This design comes from an exercise in tuning for small area and a short achievable clock period on the open sky130 flow, not from production work. In this exercise RTL edits were held to simulation tests only and were not proved equivalent to the original. Power figures rest on the tool's default switching activity, not on a simulated workload.

// running_average
module running_average #(
  parameter N = 4,
  parameter DATAWIDTH = 32
)(
  input   wire        clk,
  input   wire        reset,
  input   wire [DATAWIDTH -1 : 0] data_i,
  output  wire [DATAWIDTH -1 : 0] average_o
);
reg  [31:0] s1, s2, s3;
wire [31:0] s3_n;
wire [29:0] avg;
ra_add_out u_out (.a(data_i), .b(s3), .r(reset), .y(avg));
ra_add_nxt u_nxt (.a(s1), .b(s2), .c(data_i), .y(s3_n));
always_ff @(posedge clk or posedge reset) begin
  if (reset) begin
    s1 <= '0;
    s2 <= '0;
    s3 <= '0;
  end else begin
    s1 <= data_i;
    s2 <= s1;
    s3 <= s3_n;
  end
end
assign average_o = {2'b00, avg};
endmodule
Size in the first run: ~640 cells after synthesis, ~96 flip-flops, ~66 I/O pins, ~5700 um^2 of cells after synthesis.
Settings: LEC_CHECK=0, CAP_MARGIN=20, CORE_MARGIN=2, CORE_UTILIZATION=40, SETUP_SLACK_MARGIN=3.0, SLEW_MARGIN=20, SYNTH_HIERARCHICAL=1; clock period 7.0 ns.
standard.sh (not shown) runs the stock make flow with config.mk's settings and CLKGATE_MAP_FILE= SYNTH_SCRIPT=/design/flow/synth_recipe.tcl, a recipe that flattens the netlist after the stock synthesis.
==> flow/flow/run.sh <==
#!/bin/bash
set -euo pipefail
here=$(pwd)
DU_DEFAULT=$(cat flow/default_dont_use.txt)
DU_BIG=$(cat flow/big_cells.txt)
bash standard.sh DONT_USE_CELLS="$DU_DEFAULT $DU_BIG" synth > "$here/synth.log" 2>&1
args=()
if [[ -f flow/pnr_args.txt ]]; then
  while IFS= read -r line; do
    [[ -n "$line" && "$line" != \#* ]] && args+=("$line")
  done < flow/pnr_args.txt
fi
bash standard.sh "${args[@]}" finish > "$here/pnr.log" 2>&1
==> flow/flow/pnr_args.txt <==
Other scripts of this flow, unchanged in this note and not shown: flow/flow/big_cells.txt, flow/flow/default_dont_use.txt
The starting point ran to the end with no violations.
Edit:
==> flow/flow/pnr_args.txt (replaced) <==
BUFFER_PORTS_ARGS=-buffer_cell sky130_fd_sc_hd__buf_1
- CAP_MARGIN: 20 -> 0
- CORE_UTILIZATION: 40 -> 60
- CTS_BUF_LIST: unset -> sky130_fd_sc_hd__clkbuf_4 sky130_fd_sc_hd__clkbuf_8
- SETUP_SLACK_MARGIN: 3.0 -> 2.5
- SLEW_MARGIN: 20 -> 0
After rerunning:
- The new run went through all stages and came out clean
- hold slack hardly moves
- power shrinks by 22%
- cell count shrinks by 9.4%
- utilization is higher by 15 points
- clock power drops by 33%
- clock skew rose by 0.011 ns
- design area shrinks by 16%
Edit:
==> flow/flow/pnr_args.txt (replaced) <==
BUFFER_PORTS_ARGS=-buffer_cell sky130_fd_sc_hd__buf_2
- CAP_MARGIN: 0 -> 20
- CORE_UTILIZATION: 60 -> 40
- SETUP_SLACK_MARGIN: 2.5 -> 0
- SLEW_MARGIN: 0 -> 20
Effect:
- The new run went through all stages and came out clean
- clock power increases by 18%
- cell count increases by 5.4%
- register-to-register slack is worse by 0.18 ns
- power decreases by 0.41%
- design area decreases by 0.73%
- wire length barely changes
- combinational power decreases by about 6%
- maximum frequency decreases by 20%
- utilization decreases by 24 points
- die area increases by 48%
- synthesized area does not change
Edit:
==> flow/flow/pnr_args.txt (replaced) <==
- CTS_BUF_LIST: sky130_fd_sc_hd__clkbuf_4 sky130_fd_sc_hd__clkbuf_8 -> unset
- SETUP_SLACK_MARGIN: 0 -> 2.5
What happened: The changed run produced a clean layout. Final area is higher by roughly a tenth. Setup slack is better by 1.0 ns. Flip-flop and latch count stays the same. Global-route usage grows by 1.1 points. Cell count went up by a few percent. Power goes up by about a fifth. Critical path depth goes down by 1.
Edit:
==> flow/flow/pnr_args.txt (replaced) <==
BUFFER_PORTS_ARGS=-buffer_cell sky130_fd_sc_hd__buf_2
- CTS_BUF_LIST: unset -> sky130_fd_sc_hd__clkbuf_4 sky130_fd_sc_hd__clkbuf_8
- SETUP_SLACK_MARGIN: 2.5 -> 2.9
After rerunning:
- The changed run ran to the end with no violations
- sequential power hardly moves
- final area increases by 4.8%
- routed wire length decreases by 0.66%
- core utilization increases by 2.4 points
- worst setup slack gains 0.13 ns
- sequential share of layout area decreases by 1.6 points
- clock skew barely changes
- count of clock-buffer cells in the layout decreases by 3
Edit:
- SETUP_SLACK_MARGIN: 2.9 -> 2.5
The new run ran to the end with no violations.
Combinational power drops by 21%.
Fmax drops by 1.6%.
Sequential power drops by about 2%.
Global-route usage drops by 0.46 points.
Final cell count drops by 1.4%.


running_average, a different RTL version from the one above (not shown whole).
For scale: ~600 cells after synthesis, roughly 66 I/O pins.
==> flow/config.mk <==
export PLATFORM = sky130hd
export DESIGN_NAME = running_average
export DESIGN_NICKNAME = running_average
export VERILOG_FILES = /design/flow/design.v
export SDC_FILE = /design/flow/constraint.sdc
export NUM_CORES = 4
export LEC_CHECK = 0
export CAP_MARGIN = 0
export CORE_MARGIN = 2
export CORE_UTILIZATION = 60
export CTS_BUF_LIST = sky130_fd_sc_hd__clkbuf_4 sky130_fd_sc_hd__clkbuf_8
export CTS_CLUSTER_DIAMETER = 100
export CTS_CLUSTER_SIZE = 32
export SETUP_SLACK_MARGIN = 2.5
export SLEW_MARGIN = 0
export SYNTH_HIERARCHICAL = 1
==> flow/constraint.sdc <==
create_clock -name core_clock -period 7.0 [get_ports {clk}]
set_input_delay 1.4000 -clock core_clock [delete_from_list [all_inputs] [get_ports {clk}]]
set_output_delay 1.4000 -clock core_clock [all_outputs]
set_load 0.01 [all_outputs]
==> flow/flow/pnr_args.txt <==
BUFFER_PORTS_ARGS=-buffer_cell sky130_fd_sc_hd__buf_1
Scripts as last shown in full above: flow/flow/run.sh
Other scripts of this flow, unchanged in this note and not shown: flow/flow/big_cells.txt, flow/flow/default_dont_use.txt
The baseline passed the timing, DRC and antenna checks.
==> next run, changes <==
==> flow/flow/pnr_args.txt (replaced) <==
BUFFER_PORTS_ARGS=-buffer_cell sky130_fd_sc_hd__buf_1
RECOVER_POWER=100
--- a/flow/config.mk
+++ b/flow/config.mk
@@ -11,4 +11,2 @@
 export CTS_BUF_LIST = sky130_fd_sc_hd__clkbuf_4 sky130_fd_sc_hd__clkbuf_8
-export CTS_CLUSTER_DIAMETER = 100
-export CTS_CLUSTER_SIZE = 32
 export SETUP_SLACK_MARGIN = 2.5
Effect:
- The changed run finished but failed the layout checks on max-capacitance violations, max-slew violations
- critical path depth rises by 1
- synthesized area stays the same
- routed wire length falls by 0.41%
- power fell by about 0.6%
- clock skew barely changes
- combinational power stays flat
- hold slack barely changes
- non-clock buffer count stays the same
- count of clock-buffer cells in the layout stays the same


Setup of v47:
RTL: one of the versions met above, not the one the previous note started from.
Size: about 640 cells after synthesis, ~66 I/O pins, about 0.0057 mm² of cells after synthesis.
Settings: LEC_CHECK=0, CAP_MARGIN=20, CORE_MARGIN=2, CORE_UTILIZATION=40, CTS_BUF_LIST=sky130_fd_sc_hd__clkbuf_4 sky130_fd_sc_hd__clkbuf_8, SETUP_SLACK_MARGIN=2.7, SLEW_MARGIN=20, SYNTH_HIERARCHICAL=1; clock period 7.0 ns.
==> flow/flow/pnr_args.txt <==
BUFFER_PORTS_ARGS=-buffer_cell sky130_fd_sc_hd__buf_2
Scripts as last shown in full above: flow/flow/run.sh
Other scripts of this flow, unchanged in this note and not shown: flow/flow/big_cells.txt, flow/flow/default_dont_use.txt
## Diff of input files: v23 against v47
# v47
export LEC_CHECK = 0
export CAP_MARGIN = 20
export CORE_MARGIN = 2
export CORE_UTILIZATION = 40
export CTS_BUF_LIST = sky130_fd_sc_hd__clkbuf_4 sky130_fd_sc_hd__clkbuf_8
export SETUP_SLACK_MARGIN = 2.7
export SLEW_MARGIN = 20
export SYNTH_HIERARCHICAL = 1
create_clock -name core_clock -period 7.0 [get_ports {clk}]
# v23
export LEC_CHECK = 0
export CAP_MARGIN = 20
export CORE_MARGIN = 2
export CORE_UTILIZATION = 40
export CTS_BUF_LIST = sky130_fd_sc_hd__clkbuf_4 sky130_fd_sc_hd__clkbuf_8
export SETUP_SLACK_MARGIN = 1.5
export SLEW_MARGIN = 20
export SYNTH_HIERARCHICAL = 1
create_clock -name core_clock -period 7.0 [get_ports {clk}]
[summary]
In v23, the wire length came out 7.7% below the value in v47. The commonest non-fill, non-tap cell in the layout comes out sky130_fd_sc_hd__dfrtp_1 in one run and sky130_fd_sc_hd__nor2_1 in the other, namely in v47 and v23 respectively. Against v47, v23 comes in 13% lower on detailed route wirelength on metal2. v23 vs. v47: net load switching power has decreased; total global routing track utilization now smaller; clock-buffer cell count -3; finished layout cell area went down; non-clock buffer count now sits lower. Comparing v23 and v47, final-layout fill cell count is lower on v47. Diff v23 and v47: worst stage delay on the critical path higher in v23. Comparing v23 and v47, signal arrival time at the worst endpoint is higher on v23.
> inputs changed (v23 -> v24)
# v23
export LEC_CHECK = 0
export CAP_MARGIN = 20
export CORE_MARGIN = 2
export CORE_UTILIZATION = 40
export CTS_BUF_LIST = sky130_fd_sc_hd__clkbuf_4 sky130_fd_sc_hd__clkbuf_8
export SETUP_SLACK_MARGIN = 1.5
export SLEW_MARGIN = 20
export SYNTH_HIERARCHICAL = 1
create_clock -name core_clock -period 7.0 [get_ports {clk}]
# v24
export LEC_CHECK = 0
export CAP_MARGIN = 20
export CORE_MARGIN = 2
export CORE_UTILIZATION = 40
export SETUP_SLACK_MARGIN = 3.0
export SLEW_MARGIN = 20
export SYNTH_HIERARCHICAL = 1
export TNS_END_PERCENT = 10
create_clock -name core_clock -period 7.0 [get_ports {clk}]
==> flow/flow/pnr_args.txt <==
For the met3 wire length, v24 came in about 8% lower than v23 did.
The higher power came out of v24.
In the tables for v24 and v23, share of the core filled with cells reads higher with v24.
The clock power of v24 is higher than that of v23.
[v24] number of global-route vias before repair rose about 9% relative to v23
Side by side, relative max-transition margin turned out higher in v24 than in v23.
Delta(non-clock buffer count in the final layout, v24 - v23) > 0
v24 vs. v23: time the final worst path needs with I/O delays and setup went down by 770 ps.
When the final numbers for v24 and v23 were put side by side, the detail-routed via count per cell turned out to be greater in v24.
In the reports for v24 and v23, the larger post-route worst setup slack belongs to v24.
Higher weighted congestion reported at the end of routability-driven placement goes to v23 over v24.

[separate check: timing with driven ports]
The results above use ideal ports. As a check the final layouts listed here were re-extracted and re-timed, cells and wires unchanged. Step 1 sets driving cells, clkbuf_16 on the clock port and buf_2 on the other inputs (assumed; they add their load-dependent delay and slew). Step 2 also shifts input and output timing later by t, the mid clock arrival at the registers, as if the neighbouring blocks saw the same clock. a / b / c = ideal ports / drivers / drivers and shift; a / b = the first two.
run	t (ns)	setup slack, ns	clock arrival spread, ns	worst register clock-pin slew, ns
the first run of note 1	0.383	2.621 / 2.573 / 2.573	0.004 / 0.005	0.07 / 0.07
the second run of note 1	0.389	2.596 / 2.574 / 2.533	0.016 / 0.017	0.10 / 0.10
the third run of note 1	0.399	1.505 / 1.485 / 1.485	0.010 / 0.010	0.10 / 0.10
the fourth run of note 1	0.379	2.544 / 2.527 / 2.517	0.007 / 0.007	0.07 / 0.07
the fifth run of note 1	0.411	2.671 / 2.627 / 2.627	0.010 / 0.010	0.09 / 0.09
the sixth run of note 1	0.408	2.600 / 2.577 / 2.438	0.004 / 0.004	0.09 / 0.09
the first run of note 2	0.394	2.564 / 2.538 / 2.343	0.011 / 0.011	0.10 / 0.10
the second run of note 2	0.391	2.234 / 2.245 / 1.854	0.012 / 0.012	0.10 / 0.10
v47	0.403	2.720 / 2.686 / 2.573	0.010 / 0.010	0.09 / 0.09
v23	0.399	1.818 / 1.798 / 1.798	0.010 / 0.010	0.10 / 0.10
v24	0.387	2.591 / 2.544 / 2.481	0.005 / 0.005	0.07 / 0.07
For the second run of note 2, which loses most, drivers alone change the setup slack by +0.011 ns; drivers and shift together by -0.380 ns.
